Background: an optimization exercise with open tools, aiming at small area. Do not read the settings as production practice. In this exercise RTL edits were held to simulation tests only and were not proved equivalent to the original. The flow treats the clock pin as an ideal source. Dropping or thinning the clock tree relies on that and would not hold on a real chip. Power and IR drop assume default switching activity.

== the baseline ==
==> flow/design.v <==
module parking_meter(clk, rst, rst1, rst2, add1, add2, add3, add4, led_seg, a1, a2, a3, a4, val1, val2, val3, val4);
    input clk, rst, rst1, rst2, add1, add2, add3, add4;
    output [6:0] led_seg;
    output a1, a2, a3, a4;
    output [3:0] val1, val2, val3, val4;
    reg [3:0] st;
    wire isadd = st[3];
    wire run   = st[2];
    wire pre   = ~st[3] & st[1];
    wire zst   = ~st[3] & ~st[2] & ~st[1];      
    wire idle  = zst & ~st[0];
    wire expd  = zst & st[0];
    wire tick, zero;
    wire [3:0] d3, d2, d1, d0;
    wire anyadd = add1 | add2 | add3 | add4;
    wire [1:0] k = add1 ? 2'd0 : add2 ? 2'd1 : add3 ? 2'd2 : 2'd3;
    always @(posedge clk) begin
        if (rst) st <= 4'b0000;
        else if (rst1) st <= 4'b0010;
        else if (rst2) st <= 4'b0011;
        else if (anyadd && !isadd) st <= {2'b10, k};
        else if (isadd || pre || (run && !zero)) st <= 4'b0100;
        else if (run) st <= 4'b0001;
        else st <= 4'b0000;
    end
    pm_tick u_tick(.clk(clk), .rst(rst), .load1(pre), .load0(idle), .tick(tick));
    pm_secs u_secs(.clk(clk), .tick(tick), .zst(zst), .pre(pre), .p150(st[0]), .isadd(isadd), .k(st[1:0]),
                   .d3(d3), .d2(d2), .d1(d1), .d0(d0), .zero(zero));
    pm_disp u_disp(.clk(clk), .rst(rst), .expd(expd), .zero(zero), .d3(d3), .d2(d2), .d1(d1), .d0(d0),
                   .led_seg(led_seg), .a1(a1), .a2(a2), .a3(a3), .a4(a4));
    assign val1 = d3;
    assign val2 = d2;
    assign val3 = d1;
    assign val4 = d0;
endmodule
module pm_tick(input clk, input rst, input load1, input load0, output tick);
    reg [6:0] cnt;
    assign tick = (cnt == 7'b1001011);
    always @(posedge clk) begin
        if (tick || load1) cnt <= 7'b0000000;
        else if (load0) cnt <= 7'b1000000;
        else cnt <= {cnt[5:0], ~(cnt[6] ^ cnt[5])};
    end
endmodule
module pm_secs(input clk, input tick, input zst, input pre, input p150, input isadd, input [1:0] k,
               output reg [3:0] d3, output reg [3:0] d2, output reg [3:0] d1, output reg [3:0] d0,
               output zero);
    assign zero = ({d3, d2, d1, d0} == 16'd0);
    reg [3:0] k2, k1;
    always @(*) begin
        case (k)
            2'd0: begin k2 = 4'd0; k1 = 4'd6; end
            2'd1: begin k2 = 4'd1; k1 = 4'd2; end
            2'd2: begin k2 = 4'd1; k1 = 4'd8; end
            default: begin k2 = 4'd3; k1 = 4'd0; end
        endcase
        if (!isadd) begin k2 = 4'd0; k1 = 4'd0; end
    end
    wire [4:0] t1 = d1 + k1;
    wire c1 = t1 > 5'd9;
    wire [3:0] s1 = c1 ? t1 - 5'd10 : t1[3:0];
    wire [4:0] t2 = d2 + k2 + c1;
    wire c2 = t2 > 5'd9;
    wire [3:0] s2 = c2 ? t2 - 5'd10 : t2[3:0];
    wire c3 = c2 && d3 == 4'd9;
    wire [3:0] s3 = c2 ? d3 + 4'd1 : d3;
    wire [15:0] x = pre ? (p150 ? 16'h0150 : 16'h0016) : {s3, s2, s1, d0};
    wire b0 = tick && x[3:0] == 4'd0;
    wire b1 = b0 && x[7:4] == 4'd0;
    wire b2 = b1 && x[11:8] == 4'd0;
    wire [3:0] y0 = !tick ? x[3:0] : (x[3:0] == 4'd0 ? 4'd9 : x[3:0] - 4'd1);
    wire [3:0] y1 = !b0 ? x[7:4] : (x[7:4] == 4'd0 ? 4'd9 : x[7:4] - 4'd1);
    wire [3:0] y2 = !b1 ? x[11:8] : (x[11:8] == 4'd0 ? 4'd9 : x[11:8] - 4'd1);
    wire [3:0] y3 = !b2 ? x[15:12] : x[15:12] - 4'd1;
    always @(posedge clk) begin
        if (zst) {d3, d2, d1, d0} <= 16'd0;
        else if (c3) {d3, d2, d1, d0} <= 16'h9999;
        else {d3, d2, d1, d0} <= {y3, y2, y1, y0};
    end
endmodule
module pm_disp(input clk, input rst, input expd, input zero, input [3:0] d3, input [3:0] d2,
               input [3:0] d1, input [3:0] d0, output [6:0] led_seg, output a1, output a2,
               output a3, output a4);
    reg [5:0] fc;
    reg fclk;
    wire fwrap = (fc == 6'b001001);
    always @(posedge clk) begin
        if (rst || expd || fwrap) fc <= 6'd0;
        else fc <= {fc[4:0], ~(fc[5] ^ fc[4])};
        if (rst) fclk <= 1'b1;
        else if (fwrap) fclk <= ~fclk;
    end
    wire lt180 = (d3 == 4'd0) && ((d2 == 4'd0) || (d2 == 4'd1 && !d1[3]));
    wire nblank = zero ? !fclk : (lt180 && d0[0]);
    reg [1:0] ap;                  
    reg first;                     
    reg blank;
    reg [3:0] dig;                 
    wire [1:0] ap_n = first ? 2'd0 : ap + 2'd1;
    wire [3:0] seld = ap_n[1] ? (ap_n[0] ? d0 : d1) : (ap_n[0] ? d2 : d3);
    always @(posedge clk) begin
        ap <= ap_n;
        first <= rst;
        blank <= nblank;
        if (!nblank) dig <= seld;
    end
    assign a1 = blank | (ap != 2'd0);
    assign a2 = blank | (ap != 2'd1);
    assign a3 = blank | (ap != 2'd2);
    assign a4 = blank | (ap != 2'd3);
    assign led_seg[0] = (~dig[1] & ~dig[2] & ~dig[3]) | (dig[0] & dig[1] & dig[2]);
    assign led_seg[1] = (dig[0] & ~dig[2] & ~dig[3]) | (dig[1] & ~dig[2]) | (dig[0] & dig[1]);
    assign led_seg[2] = dig[0] | (~dig[1] & dig[2]);
    assign led_seg[3] = (dig[0] & ~dig[1] & ~dig[2] & ~dig[3]) | (~dig[0] & ~dig[1] & dig[2]) | (dig[0] & dig[1] & dig[2]);
    assign led_seg[4] = ~dig[0] & dig[1] & ~dig[2];
    assign led_seg[5] = (dig[0] & ~dig[1] & dig[2]) | (~dig[0] & dig[1] & dig[2]);
    assign led_seg[6] = (dig[0] & ~dig[1] & ~dig[2] & ~dig[3]) | (~dig[0] & ~dig[1] & dig[2]);
endmodule
export LEC_CHECK = 0
export CAP_MARGIN = 20
export CORE_AREA = 2.3 2.72 57.5 57.12
export DIE_AREA = 0 0 59.88 59.88
export SLEW_MARGIN = 20
create_clock -name core_clock -period 60.0 [get_ports {clk}]
standard.sh (not shown) runs the stock make flow with config.mk's settings and CLKGATE_MAP_FILE= SYNTH_SCRIPT=/design/flow/synth_recipe.tcl, a recipe that flattens the netlist after the stock synthesis.
==> flow/flow/run.sh <==
#!/bin/bash
# ORFS layout via the standard.sh, with: an area-oriented ABC script and no adder
# extraction in synthesis (registers untouched), the smallest buffer on each port,
# and three clock buffers in place of ORFS's clock tree (flow/cts_pre.tcl).
set -euo pipefail
W=$(pwd)
export FLOW_WORK=$W
export FLOW_ABC_SCRIPT=$W/flow/area.abc
export PRE_CTS_TCL=$W/flow/cts_pre.tcl
bash standard.sh \
  SYNTH_SCRIPT=$W/flow/synth.tcl \
  BUFFER_PORTS_ARGS="-buffer_cell sky130_fd_sc_hd__buf_1" \
  finish > standard_flow.log 2>&1
==> flow/flow/area.abc <==
strash
balance
rewrite
refactor
balance
rewrite
rewrite -z
balance
refactor -z
rewrite -z
balance
balance
rewrite
refactor
balance
rewrite
rewrite -z
balance
refactor -z
rewrite -z
balance
&get -n
&deepsyn -T 60
&put
dch -f
amap -F 100 -A 100 -C 1000
==> flow/flow/synth.tcl <==
# The standard synthesis (synth_recipe.tcl, sourced below) with two changes:
# no half/full-adder extraction, and an area-oriented ABC script of our own.
proc extract_fa {args} { }
proc abc {args} {
  set i [lsearch -exact $args -script]
  if { $i >= 0 } { lset args [expr {$i + 1}] $::env(FLOW_ABC_SCRIPT) }
  set j [lsearch -exact $args -D]
  if { $j >= 0 } { set args [lreplace $args $j [expr {$j + 1}]] }
  yosys abc {*}$args
}
source $::env(FLOW_WORK)/synth_recipe.tcl
Other scripts of this flow, unchanged in this note and not shown: flow/flow/clkbuf.tcl, flow/flow/cts_pre.tcl
Both conditions hold for the baseline: the flow ran to the end and the final layout passed the timing, DRC and antenna checks.
[inputs] the candidate vs the baseline
diff --git a/flow/flow/run.sh b/flow/flow/run.sh
--- a/flow/flow/run.sh
+++ b/flow/flow/run.sh
@@ -1,3 +1,3 @@
 #!/bin/bash
-# ORFS layout via the standard.sh, with: an area-oriented ABC script and no adder
+# ORFS layout via the standard.sh, with: several area-oriented ABC scripts (the smallest kept) and no adder
 # extraction in synthesis (registers untouched), the smallest buffer on each port,
@@ -7,3 +7,2 @@
 export FLOW_WORK=$W
-export FLOW_ABC_SCRIPT=$W/flow/area.abc
 export PRE_CTS_TCL=$W/flow/cts_pre.tcl
==> flow/flow/area1.abc (new file) <==
strash
balance
rewrite
refactor
balance
rewrite
rewrite -z
balance
refactor -z
rewrite -z
balance
balance
rewrite
refactor
balance
rewrite
rewrite -z
balance
refactor -z
rewrite -z
balance
&get -n
&deepsyn -T 30
&put
dch -f
amap -F 100 -A 100 -C 1000
==> flow/flow/area2.abc (new file) <==
strash
balance
rewrite
refactor
balance
rewrite
rewrite -z
balance
refactor -z
rewrite -z
balance
balance
rewrite
refactor
balance
rewrite
rewrite -z
balance
refactor -z
rewrite -z
balance
&get -n
&deepsyn -T 30 -S 1
&put
dch -f
amap -F 100 -A 100 -C 1000
==> flow/flow/area3.abc (new file) <==
strash
balance
rewrite
refactor
balance
rewrite
rewrite -z
balance
refactor -z
rewrite -z
balance
balance
rewrite
refactor
balance
rewrite
rewrite -z
balance
refactor -z
rewrite -z
balance
&get -n
&deepsyn -T 30 -S 2
&put
dch -f
amap -F 100 -A 100 -C 1000
==> flow/flow/area4.abc (new file) <==
strash
balance
rewrite
refactor
balance
rewrite
rewrite -z
balance
refactor -z
rewrite -z
balance
balance
rewrite
refactor
balance
rewrite
rewrite -z
balance
refactor -z
rewrite -z
balance
dch -f
amap -F 100 -A 100 -C 1000
==> flow/flow/area5.abc (new file) <==
strash
balance
rewrite
refactor
balance
rewrite
rewrite -z
balance
refactor -z
rewrite -z
balance
balance
rewrite
refactor
balance
rewrite
rewrite -z
balance
refactor -z
rewrite -z
balance
dch -f
amap
==> flow/flow/area6.abc (new file) <==
strash
&get -n
&deepsyn -T 30
&put
dch -f
amap -F 100 -A 100 -C 1000
==> flow/flow/synth.tcl <==
# The standard synthesis (synth_recipe.tcl, sourced below) with two changes:
# no half/full-adder extraction, and technology mapping by several area-oriented ABC
# scripts (flow/area*.abc), keeping the smallest result. Registers are untouched.
proc extract_fa {args} { }
proc abc_area_of {lib} {
  set f $::env(FLOW_WORK)/abc_stat.txt
  yosys tee -q -o $f stat -liberty $lib
  set fh [open $f]; set txt [read $fh]; close $fh
  if {[regexp {Chip area for module '[^']*': ([0-9.]+)} $txt -> a]} { return $a }
  return 1e12
}
proc abc {args} {
  set j [lsearch -exact $args -D]
  if { $j >= 0 } { set args [lreplace $args $j [expr {$j + 1}]] }
  set i [lsearch -exact $args -script]
  yosys design -save flow_pre_abc
  set best 1e12
  foreach s [lsort [glob $::env(FLOW_WORK)/flow/area*.abc]] {
    yosys design -load flow_pre_abc
    lset args [expr {$i + 1}] $s
    yosys abc {*}$args
    set a [abc_area_of [lindex $args [expr {[lsearch -exact $args -liberty] + 1}]]]
    puts "flow: ABC script [file tail $s] gives area $a"
    if { $a < $best } { set best $a; yosys design -save flow_best_abc }
  }
  yosys design -load flow_best_abc
  puts "flow: kept area $best"
}
source $::env(FLOW_WORK)/synth_recipe.tcl
removed: flow/flow/area.abc
## What came out
Re depth of the worst register-to-register path: the candidate and the baseline aren't equal, and the higher value belongs to the baseline. Re switching share of power: the candidate and the baseline aren't equal, and the lower value belongs to the candidate. Lower instance area after placement among the candidate and the baseline: the candidate. Taking the baseline as the reference, in the candidate sequential cell area fraction in the yosys report went up 0.29 points; combinational power saw a decrease; number of buffer and inverter instances along the worst setup path about even. Portion of total power attributed to the clock network is higher on the candidate. The candidate: routed wire length about 1.6% below the baseline.
In every run of this note, the design's own scripts or RTL, not TritonCTS, make the clock network.

==> port drivers added, routing unchanged <==
The results above use ideal ports. As a check the final layouts listed here were re-extracted and re-timed, cells and wires unchanged. Step 1 (the two cells are an assumption about what drives the block):
set clk [get_ports {clk}]
set_driving_cell -lib_cell sky130_fd_sc_hd__clkbuf_16 $clk
set_driving_cell -lib_cell sky130_fd_sc_hd__buf_2 [delete_from_list [all_inputs] $clk]
Step 2, shift: input delay + t, output delay - t, t = (earliest + latest rising clock arrival at the registers) / 2. This alone moves slack from input paths to output paths. a / b / c = no drivers / after step 1 / after step 2; a / b = the first two.
| run | shift t [ns] | setup WS [ns] | worst setup path after step 2 | worst register clock-pin slew, ns | cell pins on the clock port's net |
|---|---|---|---|---|---|
| the baseline | 0.193 | 46.636 / 46.589 / 46.618 | input to register | 0.09 / 0.09 | 3 |
| the candidate | 0.190 | 46.799 / 46.755 / 46.663 | input to register | 0.09 / 0.09 | 3 |
After both steps setup and hold are still met in every run listed. For the candidate, which loses most, drivers alone change the setup slack by -0.044 ns; drivers and shift together by -0.136 ns.
